From an optimization exercise on the open Yosys and OpenROAD flow, aimed at small area; shortcuts taken in it are not production practice.
RTL that was checked went through simulation tests only; none was proved equivalent to the original.
No functional check of the RTL was part of run 1.
No run shown here takes its clock network from TritonCTS; it comes from the design's own scripts or RTL.
The clock input has no modelled driver; a real chip could not lean on it and would need a root buffer or a full tree.
Power figures rest on the tool's default switching activity, not on a simulated workload.

File: flow/flow/run.sh
#!/bin/bash
# The standard ORFS layout (standard.sh) with three changes:
#  - synthesis maps logic with an area-oriented ABC script (flow/synth_area.tcl,
#    flow/area.abc); registers are mapped before ABC, exactly as in the
#    standard synthesis;
#  - ports are buffered with the smallest buffer (buf_1);
#  - the clock tree is a small two-level inverter tree built by
#    flow/cts_manual.tcl in place of TritonCTS (sourced through PRE_CTS_TCL,
#    so the rest of ORFS's CTS step - legalisation, timing repair - still runs).
# Each make step's full output is in orfs/logs; make's own output is in
# standard_sh.log.
set -euo pipefail
here=$(pwd)
export FLOW_SYNTH_TCL="$here/synth_recipe.tcl"
export AREA_ABC_SCRIPT="$here/flow/area.abc"
export BUFFER_PORTS_ARGS="-buffer_cell sky130_fd_sc_hd__buf_1"
export PRE_CTS_TCL="$here/flow/cts_manual.tcl"
sed "s#SYNTH_SCRIPT=[^ ]*#SYNTH_SCRIPT=$here/flow/synth_area.tcl#" standard.sh > standard_area.sh
grep -q "SYNTH_SCRIPT=$here/flow/synth_area.tcl" standard_area.sh
bash standard_area.sh > standard_sh.log 2>&1
File: flow/flow/area.abc
&get -n
&st
&syn2
&dch -f
&nf -R 1000 -p -C 32 -E 50
&put
File: flow/flow/cts_manual.tcl
# Sourced by ORFS's cts.tcl before CTS (PRE_CTS_TCL).  Replaces TritonCTS with a
# small two-level inverter tree: the clock port drives NROOT root inverters, each
# root drives NLEAF/NROOT leaf inverters, and each leaf drives one compact group
# of flip-flops.  Two inversions keep the clock polarity.
rename clock_tree_synthesis tritoncts_unused
proc bisect {pts parts} {
  if {$parts <= 1} { return [list $pts] }
  set xs {}; set ys {}
  foreach p $pts { lappend xs [lindex $p 0]; lappend ys [lindex $p 1] }
  set xs [lsort -integer $xs]; set ys [lsort -integer $ys]
  set w [expr {[lindex $xs end] - [lindex $xs 0]}]
  set h [expr {[lindex $ys end] - [lindex $ys 0]}]
  set idx [expr {$w >= $h ? 0 : 1}]
  set pts [lsort -integer -index $idx $pts]
  set a [expr {$parts / 2}]
  set cut [expr {([llength $pts] * $a) / $parts}]
  return [concat [bisect [lrange $pts 0 [expr {$cut - 1}]] $a] \
                 [bisect [lrange $pts $cut end] [expr {$parts - $a}]]]
}
proc clock_tree_synthesis {args} {
  set nroot 2
  set nleaf 8
  set root_cell sky130_fd_sc_hd__inv_12
  set leaf_cell sky130_fd_sc_hd__inv_8
  set big_leaf_cell sky130_fd_sc_hd__inv_12
  set slew_limit 0.100
  set db [ord::get_db]
  set block [ord::get_db_block]
  set clk_port_net [$block findNet clk]
  set sinks {}
  foreach it [$clk_port_net getITerms] {
    set inst [$it getInst]
    set xy [$inst getLocation]
    lappend sinks [list [lindex $xy 0] [lindex $xy 1] $it]
  }
  set n [llength $sinks]
  puts "manual CTS: $n sinks, $nroot roots, $nleaf leaves"
  # recursive bisection by count, always across the longer side of the
  # group's bounding box, so that the groups come out compact
  set per_root [expr {$nleaf / $nroot}]
  set groups {}
  foreach half [bisect $sinks $nroot] {
    lappend groups [bisect $half $per_root]
  }
  set rm [$db findMaster $root_cell]
  set lm [$db findMaster $leaf_cell]
  for {set r 0} {$r < $nroot} {incr r} {
    set rnet [odb::dbNet_create $block "clknet_root_$r"]
    $rnet setSigType CLOCK
    set rinst [odb::dbInst_create $block $rm "clkinv_root_$r"]
    [$rinst findITerm A] connect $clk_port_net
    [$rinst findITerm Y] connect $rnet
    set rx 0; set ry 0; set rc 0
    set l 0
    foreach grp [lindex $groups $r] {
      set lnet [odb::dbNet_create $block "clknet_leaf_${r}_$l"]
      $lnet setSigType CLOCK
      set linst [odb::dbInst_create $block $lm "clkinv_leaf_${r}_$l"]
      [$linst findITerm A] connect $rnet
      [$linst findITerm Y] connect $lnet
      set sx 0; set sy 0
      set x0 1e9; set y0 1e9; set x1 -1e9; set y1 -1e9
      foreach s $grp {
        set it [lindex $s 2]
        $it disconnect
        $it connect $lnet
        set px [lindex $s 0]; set py [lindex $s 1]
        incr sx $px; incr sy $py
        set x0 [expr {min($x0, $px)}]; set x1 [expr {max($x1, $px)}]
        set y0 [expr {min($y0, $py)}]; set y1 [expr {max($y1, $py)}]
      }
      set k [llength $grp]
      set cx [expr {$sx / $k}]; set cy [expr {$sy / $k}]
      $linst setLocation $cx $cy
      $linst setPlacementStatus PLACED
      incr rx $cx; incr ry $cy; incr rc
      puts "  leaf ${r}_$l: $k sinks at $cx $cy, box [expr {($x1 - $x0) / 1000.0}] x [expr {($y1 - $y0) / 1000.0}] um"
      incr l
    }
    $rinst setLocation [expr {$rx / $rc}] [expr {$ry / $rc}]
    $rinst setPlacementStatus PLACED
  }
  set_propagated_clock [all_clocks]
  # a leaf whose flip-flop clock pins see a slow edge (estimated from the
  # placement) gets the stronger inverter
  estimate_parasitics -placement
  foreach net [get_nets clknet_leaf_*] {
    set worst 0
    foreach pin [get_pins -of_objects $net -filter "direction==input"] {
      set sl [get_property $pin slew_max]
      if {$sl > $worst} { set worst $sl }
    }
    set name [get_full_name $net]
    set inst [$block findInst [string map {clknet_leaf_ clkinv_leaf_} $name]]
    if {$worst > $slew_limit} {
      $inst swapMaster [$db findMaster $big_leaf_cell]
    }
    puts "  $name: estimated slew [format %.3f $worst] ns, [[$inst getMaster] getName]"
  }
}
File: flow/flow/synth_area.tcl
# The standard synthesis (synth_recipe.tcl, which runs ORFS's synth.tcl), with
# one change: ABC maps the logic with flow/area.abc, an area-oriented script,
# instead of ORFS's delay-oriented one.  Flip-flops are mapped before ABC runs,
# so the registers (names, count, cell types) are the standard synthesis's.
proc abc {args} {
  set i [lsearch -exact $args -script]
  if {$i >= 0} {
    set args [lreplace $args $i [expr {$i + 1}] -script $::env(AREA_ABC_SCRIPT)]
  }
  yosys abc {*}$args
}
source $::env(FLOW_SYNTH_TCL)
File: flow/standard.sh
#!/bin/bash
# synth_recipe.tcl (not shown) runs the flow's synth.tcl, then flattens the netlist and writes it again
# the make line also repeats each setting of config.mk as NAME=value (left out here)
make -C /OpenROAD-flow-scripts/flow DESIGN_CONFIG=/design/flow/config.mk WORK_HOME=/design/flow/orfs CLKGATE_MAP_FILE= SYNTH_SCRIPT=/design/flow/synth_recipe.tcl "${@:-finish}"
File: flow/config.mk
export PLATFORM = sky130hd
export DESIGN_NAME = TinyMIPS
export DESIGN_NICKNAME = TinyMIPS
export VERILOG_FILES = /design/flow/design.v
export SDC_FILE = /design/flow/constraint.sdc
export NUM_CORES = 8
export LEC_CHECK = 0
export CAP_MARGIN = 20
export CORE_MARGIN = 2
export CORE_UTILIZATION = 40
export SLEW_MARGIN = 20
File: flow/constraint.sdc
create_clock -name core_clock -period 10.0 [get_ports {clk}]
set_input_delay 2.0000 -clock core_clock [delete_from_list [all_inputs] [get_ports {clk}]]
set_output_delay 2.0000 -clock core_clock [all_outputs]
set_load 0.01 [all_outputs]
File: flow/design.v
module TinyMIPS(
    input wire clk,
    input wire rst,
    input wire [15:0] data_fromRAM,
    output wire wrEn,
    output wire [7:0] addr_toRAM,
    output wire [15:0] data_toRAM
);
    localparam S_WAIT = 3'd0, S_PCUP = 3'd1, S_LDR = 3'd2, S_STW = 3'd3,
               S_EX = 3'd4, S_LDW = 3'd5, S_LDX = 3'd6, S_STX = 3'd7;
    reg [3:0] ph;       
    reg [2:0] st;
    reg [2:0] k;        
    reg [7:0] AR;       
    reg [15:0] T;       
    reg [2:0] Ah;       
    reg c1, c2;         
    reg tdel;           
    reg d0, d1;         
    reg n0b;            
    reg fz;             
    reg fl;             
    reg sp;             
    reg [15:0] R [0:7];
    wire [15:0] I = data_fromRAM;
    wire [3:0] op = I[15:12];
    wire [2:0] fB = I[8:6];
    wire [2:0] fC = I[5:3];
    wire g1   = ~st[2];
    wire ex   = (st == S_EX);
    wire pcup = (st == S_PCUP);
    wire wait0= (st == S_WAIT);
    wire ldw  = (st == S_LDW);
    wire ldr  = (st == S_LDR);
    wire stw  = (st == S_STW);
    wire exch = st[2] & st[1];
    wire swst = st[1] & st[0];
    wire oADD = ex & (op == 4'd0);
    wire oADDI= ex & (op == 4'd1);
    wire oMUL = ex & (op == 4'd2);
    wire oSRL = ex & (op == 4'd3);
    wire oLD  = ex & (op == 4'd4);
    wire oST  = ex & (op == 4'd5);
    wire oCP  = ex & (op == 4'd6);
    wire oCPI = ex & (op == 4'd7);
    wire oBR  = ex & (op[3:2] == 2'b10) & (op[1:0] != 2'b11);
    wire oHLT = ex & ((op[3:2] == 2'b11) | (op == 4'd11));
    wire t0 = (ph == 4'd0);
    wire t15 = (ph == 4'd15);
    wire k0 = (k == 3'd0);
    wire k7 = (k == 3'd7);
    wire useA = ~ex | op[3] | (op[2:0] == 3'b101) | ((op[2:0] == 3'b010) & ~k0);
    wire [2:0] selP = useA ? Ah : fB;
    wire useC = ~op[3] & ~op[2];
    wire [2:0] selQ = useC ? fC : fB;
    wire P = R[selP][0];
    wire Q = R[selQ][0];
    wire dm = I[ph];
    wire sx6 = (ph >= 4'd5) ? I[5] : dm;
    wire zx6 = (ph < 4'd6) & dm;
    wire zx9 = (ph < 4'd9) & dm;
    wire mcopy = (oMUL & k0) | (oSRL & ~sp);
    wire Tm = mcopy ? P : T[0];
    reg tap;
    always @* begin
        case (k)
            3'd0: tap = T[2];
            3'd1: tap = T[4];
            3'd2: tap = T[6];
            3'd3: tap = T[8];
            3'd4: tap = T[10];
            3'd5: tap = T[12];
            3'd6: tap = T[14];
            default: tap = Tm;
        endcase
    end
    wire D = Q;
    wire n0 = ~n0b;
    wire nz = k7 & n0b;
    wire sv = ~fz & oSRL;
    wire cap0v = oMUL ? D : (sv & fl & ~n0);
    wire cap1v = oMUL ? D : (sv & fl &  n0);
    wire pre0 = sv & ~fl & ~n0;
    wire pre1 = sv & ~fl &  n0;
    wire kmatch = (ph[3:1] == ~k);
    wire d0n = (kmatch & ~ph[0]) ? cap0v : t0 ? pre0 : d0;
    wire d1n = (kmatch &  ph[0]) ? cap1v : t0 ? pre1 : d1;
    wire term0 = d0n & tap;
    wire term1 = d1n & tdel;
    wire ldst = oLD | oST;
    wire a1 = ((oADD | oADDI | oBR | oCP | (oMUL & ~k0 & ~kmatch)) & P) | ((ldst | (oMUL & k0 & ~kmatch)) & Q) | ((exch | pcup) & AR[0]);
    wire b1 = (oADD & Q) | (oBR & ~Q) | (oADDI & sx6) | (ldst & zx6) | (oCPI & zx9) |
              ((ldw | ldr) & dm) | ((oMUL | oSRL) & term0) | (pcup & fl & T[0]);
    wire ci1 = t0 ? (oBR | (pcup & ~fl)) : c1;
    wire s1 = a1 ^ b1 ^ ci1;
    wire co1 = (a1 & b1) | (ci1 & (a1 ^ b1));
    wire ci2 = ~t0 & c2;
    wire s2 = s1 ^ term1 ^ ci2;
    wire co2 = (s1 & term1) | (ci2 & (s1 ^ term1));
    wire Tin = exch ? s1 : ~ex ? T[0] : op[3] ? sx6 : (op[2] & ~op[1]) ? s1 : Tm;
    wire swap = oST | swst;
    wire wen = oADD | oADDI | oCP | oCPI | oMUL | (oSRL & sp) | ldw | (ldr & t0);
    wire wdat = swap ? R[0][0] : s2;
    integer i;
    always @(posedge clk) begin
        R[0] <= {swap ? P : (wen & (Ah == 3'd0)) ? wdat : R[0][0], R[0][15:1]};
        for (i = 1; i < 8; i = i + 1)
            R[i] <= {((wen | swap) & (Ah == i[2:0])) ? wdat : R[i][0], R[i][15:1]};
        T <= {Tin, T[15:1]};
        c1 <= co1 | (ldst & (ph == 4'd7));    
        c2 <= co2;
        tdel <= tap;
        d0 <= d0n;
        d1 <= d1n;
        if (oBR | srl0) fz <= (~t0 & fz) | (oBR ? (P ^ Q) : (Q & (ph[3] | (ph[2] & (ph[1] | ~ph[0])))));
        if (srl0 & (ph == 4'd5)) fl <= Q | nz;
        else if (ex & t15 & ~srl0) fl <= oBR & cond;
        if (g1) sp <= 1'b0;
        else if (ex & t15) sp <= srl0;
        if (t15 & g1) Ah <= I[11:9];
        if (arsh) AR <= {arin, AR[7:1]};
        if (g1) k <= 3'd0;
        else if (kshift) {k, n0b} <= {~Q, k};
        else if (kadd) k <= oMUL ? ky : ~ky;
    end
    wire srl0 = oSRL & ~sp;
    wire kshift = srl0 & (ph < 4'd4);
    wire kadd = (srl0 & ~(Q | nz) & (ph == 4'd5)) | (oMUL & t15);
    wire [2:0] ky = k + {2'b00, oMUL | n0b};
    wire ne_all = fz | (P ^ Q);
    wire cond = (op[1:0] == 2'd0) ? ~ne_all : (op[1:0] == 2'd1) ? ~co1 : (co1 & ne_all);
    wire arsh = (g1 & ~ph[3]) | exch;
    wire arin = pcup ? s1 : ~wait0 & T[8];
    always @(posedge clk or posedge rst) begin
        if (rst) begin
            ph <= 4'd0;
            st <= S_WAIT;
        end else begin
            ph <= ph + 4'd1;
            if (ph == 4'd7 && oLD) st <= S_LDX;
            if (ph == 4'd7 && oST) st <= S_STX;
            if (t15) begin
                case (st)
                    S_EX: if (~oHLT & ~(oMUL & ~k7) & ~(oSRL & ~sp)) st <= S_PCUP;
                    S_LDX: st <= S_LDW;
                    S_STX: st <= S_STW;
                    S_LDW: st <= S_LDR;
                    default: st <= S_EX;
                endcase
            end
        end
    end
    assign addr_toRAM = AR;
    assign wrEn = stw & t0;
    assign data_toRAM = R[0];
endmodule
==> summary.txt, run 1 <==
Critical path
  • Worst setup path class: in2reg
  • Crit start category: input pin
  • Critical R2R Launch: st[2]
  • WP data arrival: 7.02 ns
  • Crit path depth: 14
  • Worst Reg-to-Reg Cells: 14
  • R2R setup slack: 4.24 ns
  • CP top delay family: multiplexers
  • Worst Path Buf+Inv: 1
  • Worst R2R End: R[1][15]
  • Cell Chain, Critical Path: buf_1 > nand2b_1 > nor3_1 > a211oi_1 > mux2i_1 > mux4_2 > mux2i_1 > a21o_1 > a21oi_1 > a2111oi_0 > fa_1 > fa_1 > a21oi_1 > mux2_1
  • Critical Path Source: data_fromRAM[12]
  • CP max-delay cell: fa_1
  • Worst-path maximum fanout: 11
  • Crit path capture: R[1][15]
  • CP max stage delay: 0.60 ns
  • CP endpoint kind: register
  • Critical Path RT: 10.02 ns

Timing
  • Tightest Pin Transition: 0.766 ns
  • Max-slew headroom: 48.9%
  • Final setup fails: 0
  • Final slew viol count: 0
  • F_max: 143 MHz
  • Setup TNS: 0 ns
  • RSZ-0062 raised after global routing: false
  • Skew final: 0.0278 ns
  • Post-layout min period: 7.00 ns
  • Final period util: 70.0%
  • Final Hold Violating Endpoints: 0

Global routing
  • Number of global-route vias before repair: 3056
  • Grt ovf: 0
  • GRT Total Usage: 14.5%
  • First-pass GRT wire length: 16.5 mm
  • Largest net degree at the start of global routing: 23
  • Initial antenna violation count: 0

Drt
  • Met2 wire length: 4.26 mm
  • Drt pass-1 iters: 5
  • Highest metal used: met4
  • Routed vias/inst: 5.03
  • WL final: 10.1 mm
  • Met3 WL post-DR: 633 µm
  • WL per Instance: 16.2 µm
  • Vias post-DR: 3133
  • Met1 wire length: 5.05 mm
  • Initial DRC Count: 177
  • DRC: 0
  • Antenna-violating nets left: 0

Finish
  • Antenna cells: 0
  • Nets: 478
  • Area grow syn2layout: 10.3%
  • Post-route cell area: 0.00573 mm²
  • Post-Layout Cell Count: 623
  • Post-layout util: 45.4%
  • Layout cells sized above 1: 4.66%

Power
  • Sw Pwr: 0.324 mW
  • Pleak: 2.15 nW
  • Clk pwr share: 24.4%
  • Worst VDD drop: 0.0943 mV
  • Flop pwr share: 66.8%
  • Sw frac: 27.6%
  • Power Total: 1.17 mW
  • Int Power: 0.847 mW
  • Comb power frac: 8.8%
  • Pwr dens: 204 mW/mm²

Synth
  • Area leader, netlist: dfxtp_1
  • #FFs+latches synth: 174
  • Total number of yosys warnings: 2
  • Most common cell in the netlist: dfxtp_1
  • Mapped Area: 0.00519 mm²
  • Mean post-synth cell area: 13.1 µm²
  • Unique masters post-synth: 45
  • Syn nets: 422
  • Post-synth top cells: dfxtp_1 (153), nand2_1 (27), nor2_1 (24), a21oi_1 (23), o21ai_0 (17)
  • Synth area leaders: dfxtp_1 (59%), edfxtp_1 (8.1%), mux4_2 (3.9%), dfrtp_1 (3.4%), a21oi_1 (2.2%)
  • Asr flop ratio synth: 4.02%
  • Post-synthesis sequential area ratio: 70.5%
  • Post-synth top area share: 59.0%
  • Cell count after synthesis: 397
  • Number of synthesized flops with an enable pin: 14
  • Top FF cell, synth: dfxtp_1

Floorplan
  • Num rows: 41
  • Core Footprint: 0.0126 mm²
  • Die X: 118 µm
  • Starting Density: 41.1%
  • Die area: 0.0139 mm²
  • Io pins: 43
  • Die Y: 118 µm

Clock network
  • Worst-Skew Late Latency: 0.15 ns
  • Cts hold-fix bufs: 0
  • CTS clock-pin slew for the worst setup and hold paths: 0.10 ns
  • # Post-CTS Setup Buffers: 0
  • Cts repair resizes: 0

Placed design
  • Placed cell count: 613
  • GPL Wtd Cong: 0.888
  • DP Wirelength: 7.20 mm
  • Dpl cell area: 0.00558 mm²
  • Port buffer count: 42

Worst hold path
  • Hold WC Path Type: reg2reg

Job
  • Max-cap viol count: 0

Run status
  • Status: finished clean
[cell families (layout without fill, tap and decap cells)]
| logic type | Yosys count | count (layout) | share of synthesized area [%] |
|---|---|---|---|
| AO/OA/AOI/OAI | 70 | 70 | 8.29 |
| XOR/XNOR | 10 | 10 | 1.69 |
| adder cells (fa/ha/maj) | 7 | 7 | 1.98 |
| buffers and inverters | 7 | 61 | 0.506 |
| flip-flops | 174 | 174 | 70.5 |
| multiplexers | 26 | 26 | 7.35 |
| AND/OR/NAND/NOR | 103 | 103 | 9.69 |
[metal layers]
layer  up-vias  GRT usage [%]
li1       1527              -
met1      1500           22.1
met2        94           22.1
met3        12           2.28
met4         0           2.18
met5         -              0
[cell usage in the layout, fill, tap and decap left out, types with 3 or more instances in the layout]
cell / Yosys / final
a211oi_1: 3 / 3
a21oi_1: 23 / 23
a22oi_1: 3 / 3
and3_1: 5 / 5
buf_1: 0 / 42
clkinv_1: 7 / 7
dfrtp_1: 7 / 7
dfxtp_1: 153 / 153
edfxtp_1: 14 / 14
ha_1: 5 / 5
inv_12: 0 / 7
inv_8: 0 / 3
mux2_1: 7 / 7
mux2i_1: 10 / 10
mux4_2: 9 / 9
nand2_1: 27 / 27
nand2b_1: 6 / 6
nand3_1: 10 / 10
nand3b_1: 4 / 4
nor2_1: 24 / 24
nor2b_1: 4 / 4
nor3_1: 8 / 8
nor4_1: 4 / 4
o211ai_1: 3 / 3
o21ai_0: 17 / 16
o22ai_1: 6 / 6
or2_0: 3 / 3
xnor2_1: 7 / 7
xor2_1: 3 / 3
[final cells by class]
| class | instances | area [µm²] |
|---|---|---|
| Tap cell | 172 | 215 |
| Multi-Input combinational cell | 216 | 1510 |
| Fill cell | 1190 | 6890 |
| Timing Repair Buffer | 44 | 173 |
| Sequential cell | 174 | 3660 |
| Inverter | 17 | 174 |
[worst min path at each step]
stage | from | endpoint | slack (ns) | cells past startpoint
CTS | R[2][15] | R[2][14] | 0.32 | 0
global placement | R[4][4] | R[4][3] | 0.31 | 0
detailed placement | R[5][11] | R[5][10] | 0.31 | 0
floorplan | R[1][1] | R[1][0] | 0.31 | 0
finish | R[5][3] | R[5][2] | 0.31 | 0
global route | R[5][12] | R[5][11] | 0.32 | 0
[power groups by stage]
stage,Combinational (mW),Sequential (mW),Clock (mW)
after global routing,0.115,0.789,0.321
after detailed placement,0.104,0.798,0
after CTS,0.104,0.783,0.296
after global placement,0.102,0.797,0
after floorplan,0.0657,0.791,0
final,0.103,0.782,0.285
[worst reg2reg max path, stage by stage (launching register included)]
cell	delay [ns]
dfrtp_1	0.70
nor3b_1	0.25
buf_4	0.19
nand2b_1	0.10
a211oi_1	0.55
mux2i_1	0.40
mux4_2	0.54
mux2i_1	0.40
a21o_1	0.19
a21oi_1	0.08
a2111oi_0	0.56
fa_1	0.59
fa_1	0.60
a21oi_1	0.15
mux2_1	0.34
[sequential cells by signal (all words and copies together) (netlist names), 3 cells and up]
register	cells
ph	4
R	128
T	16
AR	8
st	3
Ah	3
k	3
[through the flow]
step | setup slack, ns | hold slack [ns]
final | 3.00 | 0.309
after global routing | 2.59 | 0.323
after global placement | 3.05 | 0.311
after CTS | 2.96 | 0.316
after detailed placement | 2.79 | 0.312
after floorplan | 3.72 | 0.310
==> inputs of run 2 (changes only) <==
--- a/flow/design.v
+++ b/flow/design.v
@@ -51,5 +51,5 @@
     wire k7 = (k == 3'd7);
-    wire useA = ~ex | op[3] | (op[2:0] == 3'b101) | ((op[2:0] == 3'b010) & ~k0);
+    wire useA = oBR | oST | swst | (oMUL & ~k0);
     wire [2:0] selP = useA ? Ah : fB;
-    wire useC = ~op[3] & ~op[2];
+    wire useC = oADD | oSRL | oMUL;
     wire [2:0] selQ = useC ? fC : fB;
@@ -99,3 +99,3 @@
     wire co2 = (s1 & term1) | (ci2 & (s1 ^ term1));
-    wire Tin = exch ? s1 : ~ex ? T[0] : op[3] ? sx6 : (op[2] & ~op[1]) ? s1 : Tm;
+    wire Tin = mcopy ? P : (ldst | exch) ? s1 : oBR ? sx6 : T[0];
     wire swap = oST | swst;
--- a/flow/flow/cts_manual.tcl
+++ b/flow/flow/cts_manual.tcl
@@ -21,6 +21,6 @@
   set nroot 2
-  set nleaf 8
-  set root_cell sky130_fd_sc_hd__inv_12
-  set leaf_cell sky130_fd_sc_hd__inv_8
-  set big_leaf_cell sky130_fd_sc_hd__inv_12
+  set nleaf 6
+  set root_cell sky130_fd_sc_hd__inv_8
+  set leaf_cell sky130_fd_sc_hd__inv_12
+  set big_leaf_cell sky130_fd_sc_hd__inv_16
   set slew_limit 0.100
==> run 2 against run 1 <==
Net effect: sequential share of layout area up 0.59 points; utilization down 0.42 points; synthesized cell count down 2.8%; first-iteration DRC count down 5.6%; maximum frequency down 0.38%; final cell count down 2.2%; power down 5.2%.
==> summary.txt, run 2 <==
Global routing
  • Largest net degree at the start of global routing: 30
  • First-pass GRT wire length: 15.5 mm
  • Layer with the highest usage: met2
  • Met1 usage: 17.7%
  • M2 GR Usage: 23.9%
  • Met3 Track Usage GR: 1.50%
  • Number of global-route vias before repair: 2960
  • GRT Total Usage: 13.6%
  • Initial antenna violation count: 0
  • Grt ovf: 0

Synth
  • Synth area leaders: dfxtp_1 (59%), edfxtp_1 (8.1%), mux4_2 (4.4%), dfrtp_1 (3.4%), nand2_1 (2.0%)
  • Syn nets: 411
  • Number of synthesized flops with an enable pin: 14
  • Top FF cell, synth: dfxtp_1
  • Asr flop ratio synth: 4.02%
  • Area leader, netlist: dfxtp_1
  • Mean post-synth cell area: 13.4 µm²
  • Post-synth top area share: 59.3%
  • Unique masters post-synth: 46
  • Cell count after synthesis: 386
  • Post-synth top cells: dfxtp_1 (153), nand2_1 (27), nor2_1 (25), a21oi_1 (17), o21ai_0 (15)
  • Total number of yosys warnings: 2
  • Mapped Area: 0.00516 mm²
  • Post-synthesis sequential area ratio: 70.8%
  • #FFs+latches synth: 174
  • Most common cell in the netlist: dfxtp_1

Finish
  • Layout cells sized above 1: 4.35%
  • Biggest registers after layout: R: 128 flops, T: 16 flops, AR: 8 flops
  • Commonest non-fill, non-tap cell in the layout: dfxtp_1
  • Area grow syn2layout: 9.84%
  • Max reg flops: 128
  • Nets: 464
  • Most frequent cells in the layout: dfxtp_1 (153), buf_1 (42), nand2_1 (27), nor2_1 (25), a21oi_1 (17)
  • Antenna cells: 0
  • Top reg by flops: R

Placed design
  • DP Wirelength: 7.02 mm
  • Port buffer count: 42
  • Place WS: 2.82 ns
  • GPL Wtd Cong: 0.876

Power
  • Comb power frac: 6.8%
  • Power Total: 1.11 mW
  • Worst VDD drop: 0.179 mV
  • Sw frac: 26.1%
  • Pwr dens: 196 mW/mm²
  • Sw Pwr: 0.290 mW
  • Int Power: 0.820 mW
  • Flop pwr share: 69.3%
  • Pleak: 2.19 nW
  • Clk pwr share: 23.9%

Critical path
  • Worst-path maximum fanout: 14
  • CP endpoint kind: register
  • WP data arrival: 7.13 ns
  • Worst setup path class: in2reg
  • Crit start category: input pin
  • Critical Path RT: 10.10 ns

Drt
  • Antenna-violating nets left: 0
  • Vias post-DR: 2976
  • Initial DRC Count: 167
  • Routed vias/inst: 4.89
  • DRC: 0
  • Drt pass-1 iters: 4
  • WL per Instance: 15.7 µm
  • WL final: 9.54 mm

Floorplan
  • Die X: 118 µm
  • Num rows: 41
  • Die Y: 118 µm
  • Io pins: 43
  • Core Footprint: 0.0126 mm²
  • Die area: 0.0138 mm²
  • Starting Density: 40.9%

Timing
  • Final WS setup: 2.97 ns
  • Max-slew headroom: 46.8%
  • F_max: 142 MHz
  • Final Hold Violating Endpoints: 0
  • Skew final: 0.0106 ns
  • Final period util: 70.3%
  • Final setup fails: 0
  • Final slew viol count: 0
  • Post-layout min period: 7.03 ns
  • Setup TNS: 0 ns
  • Tightest Pin Transition: 0.792 ns
  • RSZ-0062 raised after global routing: false

Run status
  • Status: finished clean

Clock network
  • CTS clock-pin slew for the worst setup and hold paths: 0.10 ns
  • # Post-CTS Setup Buffers: 0
  • Cts hold-fix bufs: 0
  • Cts repair resizes: 0
  • Worst-Skew Late Latency: 0.16 ns

Job
  • Max-cap viol count: 0

Worst hold path
  • Hold WC Path Type: reg2reg
-- run 2: cell count changes after synthesis, moves of 3 or more --
cell / previous run / this run
nor3_1: 8 / 5
nor4_1: 4 / 1
or2_0: 3 / 0
xor2_1: 3 / 6
clkinv_1: 7 / 10
a21oi_1: 23 / 17
o22ai_1: 6 / 1
xnor2_1: 7 / 4
-- run 2: worst paths after layout --
| path | from | end | slack, ns | depth (start not counted) |
|---|---|---|---|---|
| max reg2reg | st[2] | R[2][15] | 3.59 | 17 |
| max in group asynchronous | rst | ph[1] | 8.15 | 2 |
| min reg2reg | R[7][2] | R[7][1] | 0.33 | 0 |
| min | R[7][2] | R[7][1] | 0.33 | 0 |
| max | data_fromRAM[13] | R[2][15] | 2.97 | 17 |
| min in group asynchronous | rst | st[2] | 1.69 | 2 |
-- run 2: metrics by stage --
stage | std cells | hold WS (ns) | instance area (µm²) | util, %
global placement | 601 | 0.310 | 5550 | 43.9
CTS | 609 | 0.330 | 5670 | 45.0
detailed placement | 601 | 0.312 | 5550 | 43.9
floorplan | 386 | 0.310 | 5160 | -
finish | 609 | 0.325 | 5670 | 45.0
global route | 609 | 0.334 | 5670 | 45.0
-- run 2: logic make-up after synthesis --
logic type      synth area share (%)
xor+xnor                        1.70
mux                             8.04
compound gates                  7.34
fa+ha+maj                       1.99
flops                           70.8
buf+inv                        0.727
simple gates                    9.37
-- run 2: routing by layer --
layer,share of wire [%],vias to the layer above
met5,0,-
met4,2.7,0
met3,3.7,23
met2,49,65
met1,45,1421
li1,-,1467
-- run 2: power groups by stage --
| stage | sequential [mW] | clock, mW | combinational, mW |
|---|---|---|---|
| 4_1_cts | 0.771 | 0.278 | 0.0759 |
| 5_1_grt | 0.775 | 0.302 | 0.0839 |
| 3_5_place_dp | 0.786 | 0 | 0.0757 |
| 2_1_floorplan | 0.782 | 0 | 0.0441 |
| 3_3_place_gp | 0.786 | 0 | 0.0760 |
| 6_report | 0.769 | 0.265 | 0.0755 |
-- run 2: layout make-up --
type	count	area [µm²]
well taps	172	215
repair buffers	43	165
flip-flops and latches	174	3660
multi-input cells	202	1470
fillers	1178	6950
inverters	18	165
-- run 2: worst max-delay path, stage by stage --
cell      delay (ns)
buf_1           0.42
nand2b_1        0.22
o21ai_0         0.22
or3_1           0.51
mux2i_1         0.31
mux4_2          0.54
mux2i_1         0.35
nand2_1         0.14
o21ai_0         0.09
a21oi_1         0.10
nand4b_1        0.09
nand3_1         0.09
a41oi_1         0.23
fa_1            0.52
fa_1            0.52
o21ai_0         0.53
mux2_1          0.24
==> inputs of run 3 (changes only) <==
--- a/flow/flow/cts_manual.tcl
+++ b/flow/flow/cts_manual.tcl
@@ -1,5 +1,10 @@
 # Sourced by ORFS's cts.tcl before CTS (PRE_CTS_TCL).  Replaces TritonCTS with a
-# small two-level inverter tree: the clock port drives NROOT root inverters, each
-# root drives NLEAF/NROOT leaf inverters, and each leaf drives one compact group
-# of flip-flops.  Two inversions keep the clock polarity.
+# small two-level inverter tree: the clock port drives nroot root inverters, each
+# root drives nleaf/nroot leaf inverters, and each leaf drives one compact group
+# of flip-flops (groups of equal size, from recursive bisection of the placed
+# flip-flops).  Two inversions keep the clock polarity, and every flip-flop is
+# two inverters from the clock port.  A leaf whose flip-flops would see a clock
+# edge slower than slew_limit (estimated from the placement) gets a bigger
+# inverter.  ORFS's cts.tcl then legalises the placement and repairs timing as
+# usual.
 rename clock_tree_synthesis tritoncts_unused
--- a/flow/config.mk
+++ b/flow/config.mk
@@ -10,2 +10,3 @@
 export CORE_UTILIZATION = 40
+export PLACE_DENSITY = 0.8
 export SLEW_MARGIN = 20
==> run 3 against run 2 <==
Net effect: largest cell class unchanged; combinational power decreased by 0.7%; maximum frequency down 1.8%; sequential cell count stayed put; synthesized area did not move; utilization decreased by 0.060 points.
==> summary.txt, run 3 <==
Run status
  • Status: finished clean

Synth
  • Synth area leaders: dfxtp_1 (59%), edfxtp_1 (8.1%), mux4_2 (4.4%), dfrtp_1 (3.4%), nand2_1 (2.0%)
  • Post-synth top cells: dfxtp_1 (153), nand2_1 (27), nor2_1 (25), a21oi_1 (17), o21ai_0 (15)
  • Top FF cell, synth: dfxtp_1
  • Total number of yosys warnings: 2
  • Cell count after synthesis: 386
  • Asr flop ratio synth: 4.02%
  • #FFs+latches synth: 174
  • Post-synth top area share: 59.3%
  • Syn nets: 411
  • Mean post-synth cell area: 13.4 µm²
  • Most common cell in the netlist: dfxtp_1
  • Unique masters post-synth: 46
  • Post-synthesis sequential area ratio: 70.8%
  • Area leader, netlist: dfxtp_1
  • Mapped Area: 0.00516 mm²
  • Number of synthesized flops with an enable pin: 14

Critical path
  • WP data arrival: 7.25 ns
  • Worst R2R End: R[1][15]
  • Critical Path RT: 10.10 ns
  • R2R setup slack: 3.41 ns
  • CP endpoint kind: register
  • Worst-path maximum fanout: 12
  • Worst setup path class: in2reg
  • Crit start category: input pin
  • Critical R2R Launch: st[2]
  • Worst Reg-to-Reg Cells: 17

Global routing
  • Initial antenna violation count: 0
  • Grt ovf: 0
  • GRT Total Usage: 13.8%
  • Number of global-route vias before repair: 3000
  • Largest net degree at the start of global routing: 30
  • First-pass GRT wire length: 15.6 mm

Finish
  • FILL cells: 1191
  • Layout cells sized above 1: 4.13%
  • Most frequent cells in the layout: dfxtp_1 (153), buf_1 (42), nand2_1 (27), nor2_1 (25), a21oi_1 (17)
  • Commonest non-fill, non-tap cell in the layout: dfxtp_1
  • Top reg by flops: R
  • Max reg flops: 128
  • Nets: 463
  • Area grow syn2layout: 9.69%
  • Post-layout util: 44.9%
  • Post-route cell area: 0.00567 mm²
  • Antenna cells: 0
  • Biggest registers after layout: R: 128 flops, T: 16 flops, AR: 8 flops

Worst hold path
  • Hold WC Path Type: reg2reg
  • Hold path depth: 0
  • WHS Endpoint: R[5][2]
  • Hold wc startpoint: R[5][3]

Job
  • Max-cap viol count: 0

Placed design
  • GPL Wtd Cong: 0.849
  • Dpl cell area: 0.00554 mm²
  • DP Wirelength: 7.00 mm
  • Port buffer count: 42
  • Place WS: 2.66 ns

Timing
  • Setup TNS: 0 ns
  • Final Hold Violating Endpoints: 0
  • Tightest Pin Transition: 1.01 ns
  • Skew final: 0.00729 ns
  • Final slew viol count: 0
  • RSZ-0062 raised after global routing: false
  • F_max: 140 MHz
  • Final period util: 71.6%
  • Post-layout min period: 7.16 ns
  • Final setup fails: 0
  • Max-slew headroom: 32.5%
  • Final WS setup: 2.84 ns

Power
  • Pwr dens: 196 mW/mm²
  • Power Total: 1.11 mW
  • Worst VDD drop: 0.146 mV
  • Pleak: 2.18 nW

Drt
  • WL final: 9.54 mm
  • DRC: 0
  • Drt pass-1 iters: 4
  • Vias post-DR: 2992
  • Antenna-violating nets left: 0
  • Routed vias/inst: 4.92
  • WL per Instance: 15.7 µm
  • Initial DRC Count: 225

Clock network
  • Cts hold-fix bufs: 0
  • Worst-Skew Late Latency: 0.16 ns
  • # Post-CTS Setup Buffers: 0
  • Cts repair resizes: 0
  • CTS clock-pin slew for the worst setup and hold paths: 0.09 ns

Floorplan
  • Starting Density: 40.9%
  • Die X: 118 µm
  • Die Y: 118 µm
  • Num rows: 41
  • Io pins: 43
  • Core Footprint: 0.0126 mm²
  • Die area: 0.0138 mm²
## run 3: cell types whose count changed in the layout (fill, tap and decap cells not counted)
cell / delta
buf_4: -1
## run 3: cell families after synthesis
family                     synth area share [%]
AOI/OAI and AO/OA                          7.34
muxes                                      8.04
and+or+nand+nor                            9.37
adders and majority gates                  1.99
xor gates and xnor gates                   1.70
buffers and inverters                     0.727
DFF                                        70.8
## run 3: power breakdown
part	total, mW	internal (mW)	switching, mW
clock	0.263	0.0437	0.220
combinational	0.0750	0.0292	0.0459
sequential	0.769	0.747	0.0227
total	1.11	0.820	0.288
## run 3: worst max-delay path: stages
cell and delay, ns:
buf_1 0.39, nand2b_1 0.15, o21ai_0 0.53, or3_1 0.29, mux2i_1 0.35, mux4_2 0.54, mux2i_1 0.38, nand2_1 0.12
o21ai_0 0.10, a21oi_1 0.15, nand4b_1 0.11, nand3_1 0.09, a41oi_1 0.23, fa_1 0.53, fa_1 0.52, o21ai_0 0.51
mux2_1 0.24
## run 3: through the flow
stage | std cells | hold WS (ns)
6_report | 608 | 0.332
5_1_grt | 608 | 0.332
4_1_cts | 608 | 0.333
3_5_place_dp | 600 | 0.312
3_3_place_gp | 600 | 0.311
2_1_floorplan | 386 | 0.310
## run 3: cell type report
type | count | area [µm²] | share of cell area, %
Inverter | 18 | 165 | 2.92
Multi-Input combinational cell | 202 | 1470 | 25.9
Sequential cell | 174 | 3660 | 64.6
Tap cell | 172 | 215 | 3.80
Timing Repair Buffer | 42 | 158 | 2.78
## run 3: metal layers
metal  vias up  share of wire [%]  track usage [%]
li1       1472                  -                -
met1      1441                 47             18.6
met2        68                 48             24.2
met3        11                4.1             1.79
met4         0                1.3             1.73
met5         -                  0                0
## run 3: worst max-delay path by stage
stage / slack, ns / from / depth (start not counted) / to
floorplan: 3.70 / data_fromRAM[14] / 19 / R[2][15]
finish: 2.84 / data_fromRAM[12] / 17 / R[1][15]
global placement: 2.79 / data_fromRAM[14] / 20 / R[2][15]
CTS: 2.81 / data_fromRAM[12] / 17 / R[6][15]
global route: 2.35 / data_fromRAM[12] / 17 / R[6][15]
detailed placement: 2.66 / data_fromRAM[12] / 17 / R[6][15]
==> inputs of run 4 (changes only) <==
--- a/flow/config.mk
+++ b/flow/config.mk
@@ -9,3 +9,3 @@
 export CORE_MARGIN = 2
-export CORE_UTILIZATION = 40
+export CORE_UTILIZATION = 60
 export PLACE_DENSITY = 0.8
==> run 4 against run 3 <==
Net effect: critical path type unchanged; worst hold slack better by 0.00058 ns; synthesized cell count unchanged; synthesized area unchanged; clock power about the same; cell area down 1.3%; largest cell class unchanged.
==> summary.txt, run 4 <==
Drt
  • WL per Instance: 19.4 µm
  • Vias post-DR: 3075
  • WL final: 10.5 mm
  • Drt pass-1 iters: 5
  • Antenna-violating nets left: 0
  • DRC: 0
  • Initial DRC Count: 147
  • Routed vias/inst: 5.67

Placed design
  • DP Wirelength: 7.58 mm
  • GPL Wtd Cong: 0.914
  • Placed cell count: 534
  • Dpl cell area: 0.00546 mm²
  • Port buffer count: 42

Floorplan
  • Num rows: 33
  • Io pins: 43
  • Die Y: 96.8 µm
  • Core Footprint: 0.00830 mm²
  • Starting Density: 62.2%
  • Die X: 96.8 µm
  • Die area: 0.00937 mm²

Synth
  • Area leader, netlist: dfxtp_1
  • Total number of yosys warnings: 2
  • Unique masters post-synth: 46
  • Mean post-synth cell area: 13.4 µm²
  • Number of synthesized flops with an enable pin: 14
  • Adder-Cell Fraction of Synth Area: 1.99%
  • Top FF cell, synth: dfxtp_1
  • Mapped Area: 0.00516 mm²
  • Most common cell in the netlist: dfxtp_1
  • Asr flop ratio synth: 4.02%
  • Post-synth top area share: 59.3%
  • Post-synth top cells: dfxtp_1 (153), nand2_1 (27), nor2_1 (25), a21oi_1 (17), o21ai_0 (15)
  • #FFs+latches synth: 174
  • Cell count after synthesis: 386
  • Post-synthesis sequential area ratio: 70.8%
  • Synth Area in Compound Gates: 7.34%
  • Synth Area in Simple Gates: 9.38%
  • Mux cell area share after synthesis: 8.04%
  • Synth area leaders: dfxtp_1 (59%), edfxtp_1 (8.1%), mux4_2 (4.4%), dfrtp_1 (3.4%), nand2_1 (2.0%)
  • Syn nets: 411
  • Largest family of logic cells by synthesized area: simple AND/OR/NAND/NOR gates
  • Synth Area in XOR/XNOR: 1.70%

Global routing
  • Number of global-route vias before repair: 3166
  • Largest net degree at the start of global routing: 30
  • First-pass GRT wire length: 17.3 mm
  • Grt ovf: 0
  • Layer with the highest usage: met2
  • GRT Total Usage: 23.0%
  • Met3 Track Usage GR: 2.82%
  • Met1 usage: 30.3%
  • Initial antenna violation count: 0
  • M2 GR Usage: 40.9%

Finish
  • Top reg by flops: R
  • FILL cells: 577
  • Post-Layout Cell Count: 542
  • Nets: 464
  • Antenna cells: 0
  • Commonest non-fill, non-tap cell in the layout: dfxtp_1
  • Biggest registers after layout: R: 128 flops, T: 16 flops, AR: 8 flops
  • Area grow syn2layout: 8.21%
  • Layout cells sized above 1: 4.35%
  • Post-route cell area: 0.00559 mm²
  • Most frequent cells in the layout: dfxtp_1 (153), buf_1 (42), nand2_1 (27), nor2_1 (25), a21oi_1 (17)
  • Max reg flops: 128

Critical path
  • Worst-path maximum fanout: 12
  • CP endpoint kind: register
  • Critical Path RT: 10.10 ns
  • WP data arrival: 7.47 ns
  • Worst setup path class: in2reg
  • Crit start category: input pin

Timing
  • Skew final: 0.00923 ns
  • Tightest Pin Transition: 0.843 ns
  • Post-layout min period: 7.38 ns
  • RSZ-0062 raised after global routing: false
  • Final Hold Violating Endpoints: 0
  • Final period util: 73.8%
  • Final slew viol count: 0
  • Final setup fails: 0
  • Max-slew headroom: 43.2%
  • Setup TNS: 0 ns
  • F_max: 136 MHz

Clock network
  • Cts repair resizes: 0
  • Cts hold-fix bufs: 0
  • Worst-Skew Late Latency: 0.16 ns
  • # Post-CTS Setup Buffers: 0
  • CTS clock-pin slew for the worst setup and hold paths: 0.10 ns

Power
  • Worst VDD drop: 0.205 mV
  • Pleak: 2.19 nW
  • Pwr dens: 200 mW/mm²

Job
  • Max-cap viol count: 0

Run status
  • Status: finished clean

Worst hold path
  • Hold WC Path Type: reg2reg
==> run 4: where the power goes <==
| group | internal (mW) | total [mW] | switching (mW) |
|---|---|---|---|
| registers | 0.747 | 0.772 | 0.0251 |
| logic | 0.0294 | 0.0776 | 0.0482 |
| clock network | 0.0437 | 0.266 | 0.222 |
| total | 0.820 | 1.12 | 0.295 |
==> run 4: final timing paths <==
path | startpoint | slack (ns) | cells past startpoint | end
setup / recovery | data_fromRAM[12] | 2.62 | 17 | R[4][15]
hold / removal | R[1][3] | 0.33 | 0 | R[1][2]
setup reg to reg | st[2] | 3.16 | 17 | R[4][15]
hold reg to reg | R[1][3] | 0.33 | 0 | R[1][2]
max in group asynchronous | rst | 8.13 | 2 | ph[3]
min in group asynchronous | rst | 1.70 | 2 | st[1]
==> run 4: routing by layer <==
layer	part of all wire [%]	vias up
met5	0	-
met4	2.1	0
met2	51	119
met3	6.6	13
li1	-	1466
met1	40	1477
==> run 4: cells by family (layout without fill, tap and decap cells) <==
family,after synthesis,count (layout)
flip-flops,174,174
AND/OR/NAND/NOR,98,98
buffers and inverters,10,61
multiplexers,28,28
XOR/XNOR,10,10
AO/OA/AOI/OAI,59,59
adder cells (fa/ha/maj),7,7
==> run 4: worst max-delay path: stages <==
cell and delay (ns):
buf_1 0.39, nand2b_1 0.17, o21ai_0 0.58, or3_1 0.29
mux2i_1 0.35, mux4_2 0.54, mux2i_1 0.34, nand2_1 0.12
o21ai_0 0.11, a21oi_1 0.12, nand4b_1 0.10, nand3_1 0.09
a41oi_1 0.27, fa_1 0.52, fa_1 0.53, o21ai_0 0.70
mux2_1 0.26
==> run 4: per-stage QoR <==
| step | total power, mW | utilization, % | setup slack (ns) | hold WS, ns |
|---|---|---|---|---|
| after CTS | 1.13 | 67.3 | 2.67 | 0.332 |
| after floorplan | 0.826 | - | 3.70 | 0.310 |
| after global routing | 1.16 | 67.3 | 2.15 | 0.338 |
| final | 1.12 | 67.3 | 2.62 | 0.332 |
| after detailed placement | 0.864 | 65.8 | 2.62 | 0.312 |
| after global placement | 0.860 | 65.8 | 2.97 | 0.310 |
==> run 4: final cells by class <==
| type | count | area [µm²] | share of cell area (%) |
|---|---|---|---|
| sequential | 174 | 3660 | 65.5 |
| multi-input combinational | 202 | 1470 | 26.3 |
| timing repair buffer | 43 | 165 | 2.95 |
| inverter | 18 | 165 | 2.95 |
| tap | 105 | 131 | 2.35 |
==> inputs of run 5 (changes only) <==
--- a/flow/config.mk
+++ b/flow/config.mk
@@ -9,4 +9,3 @@
 export CORE_MARGIN = 2
-export CORE_UTILIZATION = 60
-export PLACE_DENSITY = 0.8
+export CORE_UTILIZATION = 40
 export SLEW_MARGIN = 20
==> run 5 against run 4 <==
Net effect: critical path depth is the same; clock skew grew 0.0013 ns; clock power is essentially flat; die area grew 48%; register-to-register slack gained 0.43 ns; worst setup slack gained 0.35 ns; final cell count grew 12%; synthesized area is the same.
==> summary.txt, run 5 <==
Placed design
  • DP Wirelength: 7.02 mm
  • Port buffer count: 42
  • Placed cell count: 601
  • GPL Wtd Cong: 0.876

Finish
  • Commonest non-fill, non-tap cell in the layout: dfxtp_1
  • Top reg by flops: R
  • Post-Layout Cell Count: 609
  • FF/Latch Area: 0.00366 mm²
  • Nets: 464
  • Most frequent cells in the layout: dfxtp_1 (153), buf_1 (42), nand2_1 (27), nor2_1 (25), a21oi_1 (17)
  • Antenna cells: 0
  • Area grow syn2layout: 9.84%
  • FILL cells: 1178
  • Multi-input logic area: 0.00147 mm²
  • Biggest registers after layout: R: 128 flops, T: 16 flops, AR: 8 flops
  • Max reg flops: 128
  • Layout cells sized above 1: 4.35%

Clock network
  • CTS clock-pin slew for the worst setup and hold paths: 0.10 ns
  • Cts hold-fix bufs: 0
  • Cts repair resizes: 0
  • Worst-Skew Late Latency: 0.16 ns
  • # Post-CTS Setup Buffers: 0

Drt
  • WL per Instance: 15.7 µm
  • DRC: 0
  • Vias post-DR: 2976
  • Antenna-violating nets left: 0
  • Drt pass-1 iters: 4
  • WL final: 9.54 mm
  • Initial DRC Count: 167
  • Routed vias/inst: 4.89

Floorplan
  • Core Footprint: 0.0126 mm²
  • Io pins: 43
  • Die area: 0.0138 mm²
  • Die Y: 118 µm
  • Die X: 118 µm
  • Num rows: 41
  • Starting Density: 40.9%

Critical path
  • WP data arrival: 7.13 ns
  • Worst Reg-to-Reg Cells: 17
  • R2R setup slack: 3.59 ns
  • Worst-path maximum fanout: 14
  • CP max-delay cell: mux4_2
  • CP endpoint kind: register
  • Cell Chain, Critical Path: buf_1 > nand2b_1 > o21ai_0 > or3_1 > mux2i_1 > mux4_2 > mux2i_1 > nand2_1 > o21ai_0 > a21oi_1 > nand4b_1 > nand3_1 > a41oi_1 > fa_1 > fa_1 > o21ai_0 > mux2_1
  • Worst R2R End: R[2][15]
  • Crit path capture: R[2][15]
  • Critical Path RT: 10.10 ns
  • Critical R2R Launch: st[2]
  • CP max stage delay: 0.54 ns
  • Critical Path Source: data_fromRAM[13]
  • Worst setup path class: in2reg
  • Critical path's most frequent cell: o21ai_0
  • Crit start category: input pin

Synth
  • Post-synth top cells: dfxtp_1 (153), nand2_1 (27), nor2_1 (25), a21oi_1 (17), o21ai_0 (15)
  • Post-synth top area share: 59.3%
  • Number of synthesized flops with an enable pin: 14
  • Area leader, netlist: dfxtp_1
  • Cell count after synthesis: 386
  • Syn nets: 411
  • Synth area leaders: dfxtp_1 (59%), edfxtp_1 (8.1%), mux4_2 (4.4%), dfrtp_1 (3.4%), nand2_1 (2.0%)
  • Unique masters post-synth: 46
  • Mean post-synth cell area: 13.4 µm²
  • Asr flop ratio synth: 4.02%
  • Post-synthesis sequential area ratio: 70.8%
  • Mapped Area: 0.00516 mm²
  • Top FF cell, synth: dfxtp_1
  • Total number of yosys warnings: 2
  • Most common cell in the netlist: dfxtp_1
  • #FFs+latches synth: 174

Timing
  • Skew final: 0.0106 ns
  • F_max: 142 MHz
  • RSZ-0062 raised after global routing: false
  • Final setup fails: 0
  • Final period util: 70.3%
  • Post-layout min period: 7.03 ns
  • Setup TNS: 0 ns
  • Final slew viol count: 0
  • Max-slew headroom: 46.8%
  • Final Hold Violating Endpoints: 0
  • Tightest Pin Transition: 0.792 ns

Power
  • Pwr dens: 196 mW/mm²
  • Worst VDD drop: 0.179 mV
  • Pleak: 2.19 nW

Worst hold path
  • Hold WC Path Type: reg2reg

Global routing
  • First-pass GRT wire length: 15.5 mm
  • Number of global-route vias before repair: 2960
  • Grt ovf: 0
  • Largest net degree at the start of global routing: 30
  • GRT Total Usage: 13.6%
  • Initial antenna violation count: 0

Run status
  • Status: finished clean

Job
  • Max-cap viol count: 0
## run 5: metrics by stage
step | cell area [µm²] | worst slack, ns | power, mW | util [%] | hold slack, ns
final | 5670 | 2.97 | 1.11 | 45.0 | 0.325
after global routing | 5670 | 2.34 | 1.16 | 45.0 | 0.334
after CTS | 5670 | 2.96 | 1.12 | 45.0 | 0.330
after detailed placement | 5550 | 2.82 | 0.861 | 43.9 | 0.312
after global placement | 5550 | 2.94 | 0.862 | 43.9 | 0.310
after floorplan | 5160 | 3.70 | 0.826 | - | 0.310
## run 5: power breakdown
part / switching, mW / total (mW) / internal [mW] / leakage (nW)
Sequential: 0.0222 / 0.769 / 0.747 / 1.47
Clock: 0.221 / 0.265 / 0.0437 / 0.0609
Combinational: 0.0460 / 0.0755 / 0.0294 / 0.663
## run 5: worst min-delay path by stage
stage | from | endpoint | slack (ns) | cells after the start
after floorplan | R[1][1] | R[1][0] | 0.31 | 0
after global placement | R[2][6] | R[2][5] | 0.31 | 0
after detailed placement | R[1][4] | R[1][3] | 0.31 | 0
after CTS | R[7][2] | R[7][1] | 0.33 | 0
after global routing | R[3][7] | R[3][6] | 0.33 | 0
final | R[7][2] | R[7][1] | 0.33 | 0
## run 5: layout make-up
cell class              count  area share [%]
inverters                  18            2.91
repair buffers             43            2.91
flip-flops and latches    174            64.5
multi-input cells         202            25.9
well taps                 172            3.79
## run 5: worst max-delay path: cells and delay by family
| family | cells | cell delay, ns |
|---|---|---|
| simple gates | 5 | 1.05 |
| mux | 4 | 1.44 |
| compound gates | 5 | 1.17 |
| fa+ha+maj | 2 | 1.04 |
| buf+inv | 1 | 0.42 |
## run 5: cell families (layout without fill, tap and decap cells)
family          after synthesis  count (layout)  share of synthesized area, %
fa+ha+maj                     7               7                          1.99
buf+inv                      10              61                         0.727
compound gates               59              59                          7.34
mux                          28              28                          8.04
xor+xnor                     10              10                          1.70
simple gates                 98              98                          9.37
flops                       174             174                          70.8
## run 5: layer usage
layer,vias up,global-route usage [%],routed length (µm)
met1,1421,17.7,4280
met3,23,1.50,357
met4,0,3.77,257
met2,65,23.9,4640
met5,-,0,0
li1,1467,-,-

==> separate check: timing with driven ports <==
No port has a modelled driver above. Below, the same layouts with a new extraction and two added sets of constraints. Step 1: set_driving_cell puts a clkbuf_16 on clk and a buf_2 on each other input, an assumption about the parent block. Step 2 times the ports against the registers' clock, not the clock port: input delays grow and output delays shrink by t, the midpoint of the rising clock arrivals with the driver on. Slacks: ideal ports / drivers / drivers and shift; pairs: ideal ports / drivers.
run | t, ns | setup WS [ns] | worst hold slack (ns) | slew at the worst register clock pin (ns) | worst data-port slew with drivers (ns)
run 1 | 0.235 | 2.998 / 3.067 / 2.831 | 0.309 / 0.309 / 0.309 | 0.10 / 0.10 | 0.05
run 2 | 0.228 | 2.971 / 3.020 / 2.793 | 0.325 / 0.325 / 0.325 | 0.10 / 0.10 | 0.03
run 3 | 0.224 | 2.843 / 2.881 / 2.657 | 0.332 / 0.332 / 0.332 | 0.09 / 0.09 | 0.04
run 4 | 0.226 | 2.624 / 2.669 / 2.443 | 0.332 / 0.332 / 0.332 | 0.10 / 0.10 | 0.04
run 5 | 0.228 | 2.971 / 3.020 / 2.793 | 0.325 / 0.325 / 0.325 | 0.10 / 0.10 | 0.03
After both steps setup and hold are still met in every run listed. The setup slack of run 3, which loses most, moves by +0.038 ns with the drivers and by -0.186 ns with both steps.
